Context: an optimization exercise on an open-source flow, tuned for small area, a short achievable clock period and few clock cycles. The choices shown serve that exercise and are no tape-out recipe. At most, simulation tests tie the RTL to the original design; equivalence was not proved. Power figures rest on the tool's default switching activity, not on a simulated workload.

==> flow/design.v <==
module GCD(
	input clk,
	input rst,
	input start,
	input [7:0] A,
	input [7:0] B,
	output [7:0] gcd_result,
	output ready
);
reg [5:0] a_h;
reg [5:0] b_h;
reg       zf;     
reg       busy;
reg       rdy;
reg [7:0] res;
function [7:0] lowbit8(input [7:0] v);
	reg seen;
	integer i;
	begin
		seen = 1'b0;
		for (i = 0; i < 8; i = i + 1) begin
			lowbit8[i] = v[i] & ~seen;
			seen = seen | v[i];
		end
	end
endfunction
function [5:0] oddhi(input [7:0] v);
	reg [7:0] x;
	reg [7:0] p;
	integer   i, t;
	begin
		x = v ^ {8{v[7]}};
		p = lowbit8(v);
		for (i = 0; i < 6; i = i + 1) begin
			oddhi[i] = 1'b0;
			for (t = 0; t + i + 1 < 7; t = t + 1)
				oddhi[i] = oddhi[i] | (p[t] & x[i + 1 + t]);
		end
	end
endfunction
wire za = (A == 8'd0);
wire zb = (B == 8'd0);
function [2:0] ctz6(input [5:0] v);
	casez (v)
		6'b?????1: ctz6 = 3'd0;
		6'b????10: ctz6 = 3'd1;
		6'b???100: ctz6 = 3'd2;
		6'b??1000: ctz6 = 3'd3;
		6'b?10000: ctz6 = 3'd4;
		default:   ctz6 = 3'd5;
	endcase
endfunction
wire [6:0] d = {1'b0, a_h} - {1'b0, b_h};
wire       s = d[6];                  
wire [5:0] m = d[5:0] ^ {6{s}};
wire [5:0] u = a_h ^ b_h;
wire       eq = (u == 6'd0);          
reg  [5:0] above;                     
integer q;
always @* begin
	above[0] = 1'b0;
	for (q = 1; q < 6; q = q + 1) above[q] = above[q - 1] | u[q - 1];
end
wire one_next = ~|(m & above);
wire one_now  = (a_h == 6'd0) | (b_h == 6'd0);
wire found = eq | one_now | one_next;
wire [5:0] b_step = m >> (ctz6(u) + 3'd1);
wire [5:0] a_step = s ? a_h : b_h;
wire [6:0] g = {a_h | b_h, 1'b1};
reg  [7:0] res_shift;
integer i, j;
always @* begin
	for (i = 0; i < 8; i = i + 1) begin
		res_shift[i] = 1'b0;
		for (j = 0; j <= i; j = j + 1)
			if (i - j < 7) res_shift[i] = res_shift[i] | (res[j] & g[i - j]);
	end
end
always @(posedge clk) begin
	if (start) begin
		a_h <= oddhi(A);
		b_h <= oddhi(B);
		res <= lowbit8(A | B);
	end else begin
		a_h <= a_step;
		b_h <= b_step;
		if (busy & (eq | zf))
			res <= res_shift;
	end
	zf <= start & (za | zb);
end
always @(posedge clk) begin
	if (rst) begin
		busy <= 1'b0;
		rdy  <= 1'b0;
	end else if (start) begin
		busy <= 1'b1;
		rdy  <= 1'b0;
	end else begin
		busy <= busy & ~found;
		rdy  <= busy & found;
	end
end
assign ready = rdy;
assign gcd_result = res;
endmodule
export LEC_CHECK = 0
export ABC_AREA = 1
export CAP_MARGIN = 20
export CORE_MARGIN = 2
export CORE_UTILIZATION = 65
export SLEW_MARGIN = 20
create_clock -name core_clock -period 4.0 [get_ports {clk}]
standard.sh (not shown) runs the stock make flow with config.mk's settings and CLKGATE_MAP_FILE= SYNTH_SCRIPT=/design/flow/synth_recipe.tcl, a recipe that flattens the netlist after the stock synthesis.
==> flow/flow/run.sh <==
#!/bin/bash
set -euo pipefail
bash standard.sh 'BUFFER_PORTS_ARGS=-buffer_cell sky130_fd_sc_hd__buf_2' ADDER_MAP_FILE= \
  finish > standard_flow.log 2>&1
Testbench counts at the start, summed over its fixed seeds: cycles 34,956.
Change:
--- a/flow/design.v
+++ b/flow/design.v
@@ -9,6 +9,7 @@
 );
 reg [5:0] a_h;
 reg [5:0] b_h;
+reg [7:0] kh;     
 reg       zf;     
 reg       busy;
 reg       rdy;
@@ -38,8 +39,10 @@
 		end
 	end
 endfunction
-wire za = (A == 8'd0);
-wire zb = (B == 8'd0);
+wire       za = (A == 8'd0);
+wire       zb = (B == 8'd0);
+wire [5:0] ha = oddhi(A);
+wire [5:0] hb = oddhi(B);
 function [2:0] ctz6(input [5:0] v);
 	casez (v)
 		6'b?????1: ctz6 = 3'd0;
@@ -66,28 +69,27 @@
 wire found = eq | one_now | one_next;
 wire [5:0] b_step = m >> (ctz6(u) + 3'd1);
 wire [5:0] a_step = s ? a_h : b_h;
-wire [6:0] g = {a_h | b_h, 1'b1};
-reg  [7:0] res_shift;
+wire [6:0] g = {(a_h & {6{eq}}) | ((a_h | b_h) & {6{zf}}), 1'b1};
+reg  [7:0] res_step;
 integer i, j;
 always @* begin
 	for (i = 0; i < 8; i = i + 1) begin
-		res_shift[i] = 1'b0;
-		for (j = 0; j <= i; j = j + 1)
-			if (i - j < 7) res_shift[i] = res_shift[i] | (res[j] & g[i - j]);
+		res_step[i] = 1'b0;
+		for (j = 0; j <= i && j < 8; j = j + 1)
+			if (i - j < 7) res_step[i] = res_step[i] | (kh[j] & g[i - j]);
 	end
 end
 always @(posedge clk) begin
 	if (start) begin
-		a_h <= oddhi(A);
-		b_h <= oddhi(B);
-		res <= lowbit8(A | B);
+		a_h <= ha;
+		b_h <= hb;
+		kh  <= lowbit8(A | B);
 	end else begin
 		a_h <= a_step;
 		b_h <= b_step;
-		if (busy & (eq | zf))
-			res <= res_shift;
 	end
-	zf <= start & (za | zb);
+	res <= res_step;
+	zf  <= start & (za | zb);
 end
 always @(posedge clk) begin
 	if (rst) begin
Sequential share of layout area goes up by 4.1 points.
Synthesized area goes up by 5.5%.
Die area goes up by 5.2%.
Setup slack improved by 0.063 ns.
Final area rises by 7.7%.
Combinational power stays flat.
Hold slack got worse by 0.098 ns.
Power climbs by 10%.
Utilization goes down by 0.21 points.
Critical path depth is higher by 6.
Final cell count is higher by 3.8%.
Clock-buffer cell count is higher by 3.
Wire length falls by 2.3%.
Non-clock buffer count does not change.
Testbench counts after the change, summed over its fixed seeds: cycles 34,956.

---

## run D
RTL: the design.v shown in full above, as it stands there.
==> flow/config.mk <==
export PLATFORM = sky130hd
export DESIGN_NAME = GCD
export DESIGN_NICKNAME = GCD
export VERILOG_FILES = /design/flow/design.v
export SDC_FILE = /design/flow/constraint.sdc
export NUM_CORES = 4
export LEC_CHECK = 0
export ABC_AREA = 1
export CAP_MARGIN = 20
export CORE_MARGIN = 2
export CORE_UTILIZATION = 40
export SLEW_MARGIN = 20
==> flow/constraint.sdc <==
create_clock -name core_clock -period 4.0 [get_ports {clk}]
set_input_delay 0.8000 -clock core_clock [delete_from_list [all_inputs] [get_ports {clk}]]
set_output_delay 0.8000 -clock core_clock [all_outputs]
set_load 0.01 [all_outputs]
Scripts as last shown in full above: flow/flow/run.sh
Testbench counts of run D, summed over its fixed seeds: cycles 34,956.
The following lists how run C was set up differently from run D:
--- a/flow/design.v
+++ b/flow/design.v
@@ -6,13 +6,15 @@
 	input [7:0] B,
 	output [7:0] gcd_result,
 	output ready
 );
 reg [5:0] a_h;
 reg [5:0] b_h;
+reg [2:0] k;
 reg       zf;     
+reg       nz;     
 reg       busy;
 reg       rdy;
 reg [7:0] res;
 function [7:0] lowbit8(input [7:0] v);
 	reg seen;
 	integer i;
@@ -35,14 +37,19 @@
 			oddhi[i] = 1'b0;
 			for (t = 0; t + i + 1 < 7; t = t + 1)
 				oddhi[i] = oddhi[i] | (p[t] & x[i + 1 + t]);
 		end
 	end
 endfunction
-wire za = (A == 8'd0);
-wire zb = (B == 8'd0);
+function [2:0] enc8(input [7:0] p);    
+	enc8 = {p[4] | p[5] | p[6] | p[7], p[2] | p[3] | p[6] | p[7], p[1] | p[3] | p[5] | p[7]};
+endfunction
+wire       za = (A == 8'd0);
+wire       zb = (B == 8'd0);
+wire [5:0] ha = oddhi(A);
+wire [5:0] hb = oddhi(B);
 function [2:0] ctz6(input [5:0] v);
 	casez (v)
 		6'b?????1: ctz6 = 3'd0;
 		6'b????10: ctz6 = 3'd1;
 		6'b???100: ctz6 = 3'd2;
 		6'b??1000: ctz6 = 3'd3;
@@ -63,34 +70,35 @@
 end
 wire one_next = ~|(m & above);
 wire one_now  = (a_h == 6'd0) | (b_h == 6'd0);
 wire found = eq | one_now | one_next;
 wire [5:0] b_step = m >> (ctz6(u) + 3'd1);
 wire [5:0] a_step = s ? a_h : b_h;
-wire [6:0] g = {a_h | b_h, 1'b1};
-reg  [7:0] res_shift;
+wire [6:0] g = {(a_h & {6{eq}}) | ((a_h | b_h) & {6{zf}}), nz};
+wire [7:0] kd = 8'd1 << k;
+reg  [7:0] res_step;
 integer i, j;
 always @* begin
 	for (i = 0; i < 8; i = i + 1) begin
-		res_shift[i] = 1'b0;
-		for (j = 0; j <= i; j = j + 1)
-			if (i - j < 7) res_shift[i] = res_shift[i] | (res[j] & g[i - j]);
+		res_step[i] = 1'b0;
+		for (j = 0; j <= i && j < 8; j = j + 1)
+			if (i - j < 7) res_step[i] = res_step[i] | (kd[j] & g[i - j]);
 	end
 end
 always @(posedge clk) begin
 	if (start) begin
-		a_h <= oddhi(A);
-		b_h <= oddhi(B);
-		res <= lowbit8(A | B);
+		a_h <= ha;
+		b_h <= hb;
+		k   <= enc8(lowbit8(A | B));
 	end else begin
 		a_h <= a_step;
 		b_h <= b_step;
-		if (busy & (eq | zf))
-			res <= res_shift;
 	end
-	zf <= start & (za | zb);
+	res <= res_step;
+	zf  <= start & (za | zb);
+	nz  <= ~(start & za & zb);
 end
 always @(posedge clk) begin
 	if (rst) begin
 		busy <= 1'b0;
 		rdy  <= 1'b0;
 	end else if (start) begin
### Flow results
- Measured against each other, run D and run C differ in total routing usage reported by global routing, the lower figure coming from run C.
- For run D, the critical path start-end classification was in2reg, unlike run C, where it was reg2reg.
- In run C relative to run D, met1 wire length had gone up by a few percent.
- Total power of run C is higher than that of run D.
- There was hardly any difference in sequential share of layout area between run D and run C.
- On final worst-path cycle share: run C sits below run D.
The RTL of run C was laid out without a check of its function.

---

== the reference run ==
GCD, a different RTL version from the one above (not shown whole).
For scale: about 450 cells after synthesis, roughly 18 flip-flops, roughly 28 I/O pins, roughly 0.0026 sq mm of cells after synthesis.
==> module GCD, before the edit <==
module GCD(
	input clk,
	input rst,
	input start,
	input [7:0] A,
	input [7:0] B,
	output [7:0] gcd_result,
	output ready
);
reg [5:0] a_h;
reg [5:0] b_h;
reg [2:0] k;
reg       a0;     
reg       busy;
reg       one;    
function [7:0] lowbit8(input [7:0] v);
	reg seen;
	integer i;
	begin
		seen = 1'b0;
		for (i = 0; i < 8; i = i + 1) begin
			lowbit8[i] = v[i] & ~seen;
			seen = seen | v[i];
		end
	end
endfunction
function [5:0] oddhi(input [7:0] v);
	reg [7:0] x;
	reg [7:0] p;
	integer   i, t;
	begin
		x = v ^ {8{v[7]}};
		p = lowbit8(v);
		for (i = 0; i < 6; i = i + 1) begin
			oddhi[i] = 1'b0;
			for (t = 0; t + i + 1 < 7; t = t + 1)
				oddhi[i] = oddhi[i] | (p[t] & x[i + 1 + t]);
		end
	end
endfunction
function [2:0] enc8(input [7:0] p);    
	enc8 = {p[4] | p[5] | p[6] | p[7], p[2] | p[3] | p[6] | p[7], p[1] | p[3] | p[5] | p[7]};
endfunction
wire       za = (A == 8'd0);
wire       zb = (B == 8'd0);
wire [5:0] ha = oddhi(A);
wire [5:0] hb = oddhi(B);
function [2:0] ctz6(input [5:0] v);
	casez (v)
		6'b?????1: ctz6 = 3'd0;
		6'b????10: ctz6 = 3'd1;
		6'b???100: ctz6 = 3'd2;
		6'b??1000: ctz6 = 3'd3;
		6'b?10000: ctz6 = 3'd4;
		default:   ctz6 = 3'd5;
	endcase
endfunction
wire [6:0] d = {1'b0, a_h} - {1'b0, b_h};
wire       s = d[6];                  
wire [5:0] m = d[5:0] ^ {6{s}};
wire [5:0] u = a_h ^ b_h;
wire [5:0] b_step = m >> (ctz6(u) + 3'd1);
wire [5:0] a_step = s ? a_h : b_h;
reg [5:0] below;    
integer q;
always @* begin
	below[0] = 1'b0;
	for (q = 1; q < 6; q = q + 1) below[q] = below[q - 1] | u[q - 1];
end
wire b_step_one = ~|(m & below);
function pow2s(input [7:0] v);
	reg [7:0] x;
	begin
		x = v ^ {8{v[7]}};            
		pow2s = v[7] ? ((x & (x + 8'd1)) == 8'd0) : ((v & (v - 8'd1)) == 8'd0);
	end
endfunction
wire done = (u == 6'd0) | one;
always @(posedge clk) begin
	if (start) begin
		a_h <= za ? hb : ha;
		b_h <= zb ? ha : hb;
		k   <= enc8(lowbit8(A | B));
	end else begin
		a_h <= a_step;
		b_h <= b_step;
	end
	a0 <= ~(start & za & zb);
	one <= start ? ((pow2s(A) & ~za) | (pow2s(B) & ~zb)) : b_step_one;
end
always @(posedge clk) begin
	if (rst)
		busy <= 1'b0;
	else if (start)
		busy <= 1'b1;
	else if (done)
		busy <= 1'b0;
end
assign ready = busy & done;
wire [6:0] g = {a_h & b_h, a0};
wire [7:0] kd = 8'd1 << k;
reg  [7:0] res;
integer i, j;
always @* begin
	for (i = 0; i < 8; i = i + 1) begin
		res[i] = 1'b0;
		for (j = 0; j <= i && j < 8; j = j + 1)
			if (i - j < 7) res[i] = res[i] | (kd[j] & g[i - j]);
	end
end
assign gcd_result = res;
endmodule
==> flow/config.mk <==
export PLATFORM = sky130hd
export DESIGN_NAME = GCD
export DESIGN_NICKNAME = GCD
export VERILOG_FILES = /design/flow/design.v
export SDC_FILE = /design/flow/constraint.sdc
export NUM_CORES = 4
export LEC_CHECK = 0
export ABC_AREA = 1
export CAP_MARGIN = 20
export CORE_MARGIN = 2
export CORE_UTILIZATION = 40
export SLEW_MARGIN = 20
==> flow/constraint.sdc <==
create_clock -name core_clock -period 4.0 [get_ports {clk}]
set_input_delay 0.8000 -clock core_clock [delete_from_list [all_inputs] [get_ports {clk}]]
set_output_delay 0.8000 -clock core_clock [all_outputs]
set_load 0.01 [all_outputs]
==> flow/flow/run.sh <==
#!/bin/bash
set -euo pipefail
bash standard.sh 'BUFFER_PORTS_ARGS=-buffer_cell sky130_fd_sc_hd__buf_2' finish > standard_flow.log 2>&1
diff inputs: the reference run => the trial run
diff --git a/flow/design.v b/flow/design.v
--- a/flow/design.v
+++ b/flow/design.v
@@ -10,11 +10,10 @@
 reg [5:0] a_h;
 reg [5:0] b_h;
 reg [2:0] k;
 reg       a0;     
 reg       busy;
-reg       one;    
 function [7:0] lowbit8(input [7:0] v);
 	reg seen;
 	integer i;
 	begin
 		seen = 1'b0;
@@ -59,36 +58,21 @@
 wire       s = d[6];                  
 wire [5:0] m = d[5:0] ^ {6{s}};
 wire [5:0] u = a_h ^ b_h;
 wire [5:0] b_step = m >> (ctz6(u) + 3'd1);
 wire [5:0] a_step = s ? a_h : b_h;
-reg [5:0] below;    
-integer q;
-always @* begin
-	below[0] = 1'b0;
-	for (q = 1; q < 6; q = q + 1) below[q] = below[q - 1] | u[q - 1];
-end
-wire b_step_one = ~|(m & below);
-function pow2s(input [7:0] v);
-	reg [7:0] x;
-	begin
-		x = v ^ {8{v[7]}};            
-		pow2s = v[7] ? ((x & (x + 8'd1)) == 8'd0) : ((v & (v - 8'd1)) == 8'd0);
-	end
-endfunction
-wire done = (u == 6'd0) | one;
+wire done = (u == 6'd0) | (a_h == 6'd0) | (b_h == 6'd0);
 always @(posedge clk) begin
 	if (start) begin
 		a_h <= za ? hb : ha;
 		b_h <= zb ? ha : hb;
 		k   <= enc8(lowbit8(A | B));
 	end else begin
 		a_h <= a_step;
 		b_h <= b_step;
 	end
 	a0 <= ~(start & za & zb);
-	one <= start ? ((pow2s(A) & ~za) | (pow2s(B) & ~zb)) : b_step_one;
 end
 always @(posedge clk) begin
 	if (rst)
 		busy <= 1'b0;
 	else if (start)
[summary]
The reference run gets by with more registers than the trial run. The overall routing resource usage of the trial run exceeds that of the reference run by 1.0 points. Higher worst reg-to-reg setup slack goes to the reference run over the trial run. Compared with the reference run, the trial run shows width of the die lower by 5.2 microns. Met2 capacity usage during global routing: the reference run and the trial run compared, higher one is the trial run. Worst setup slack after layout, the reference run and the trial run: higher on the trial run. Maximum vdd ir drop (the trial run over the reference run): decrease, 250 uV. Between the trial run and the reference run, it is the trial run whose internal power is lower, by 0.000072 W. In the trial run, share of cells above drive strength 1 is lower than in the reference run. The higher combinational cell fraction of total power of the reference run and the trial run is in the reference run. Against the reference run, number of placed instances with taps included in the trial run fell by more than 10%. Final hold slack for the trial run is higher than for the reference run.
Testbench counts of the trial run, summed over its fixed seeds: cycles 32,500.
For the reference run, only the layout was checked, not whether the RTL still works.

==> afterwards: timing with drivers on the ports <==
In the flow no input, the clock included, has a driving cell. The finished layouts below were timed again as built, in two steps.
Step 1, drivers: a clkbuf_16 drives clk and a buf_2 each remaining input, both assumed.
Step 2 also shifts input and output timing later by t, the mid clock arrival at the registers, as if the neighbouring blocks saw the same clock.
Three values: ideal ports, drivers, drivers and shift; two values: the first two.
| run | t (ns) | setup WS [ns] | hold slack, ns | worst data-port slew with drivers (ns) |
|---|---|---|---|---|
| the first run of note 1 | 0.330 | 1.948 / 1.950 / 1.620 | 0.500 / 0.500 / 0.500 | 0.03 |
| the second run of note 1 | 0.298 | 2.011 / 2.011 / 1.766 | 0.402 / 0.402 / 0.402 | 0.03 |
| run D | 0.287 | 1.824 / 1.831 / 1.544 | 0.483 / 0.483 / 0.483 | 0.03 |
| run C | 0.307 | 1.932 / 1.932 / 1.687 | 0.445 / 0.445 / 0.445 | 0.04 |
| the reference run | 0.278 | 1.385 / 1.358 / 1.636 | 0.463 / 0.463 / 0.463 | 0.03 |
| the trial run | 0.277 | 1.425 / 1.400 / 1.633 | 0.504 / 0.504 / 0.504 | 0.03 |
After both steps setup and hold are still met in every run listed. For the first run of note 1, which loses most, drivers alone change the setup slack by +0.002 ns; drivers and shift together by -0.328 ns.
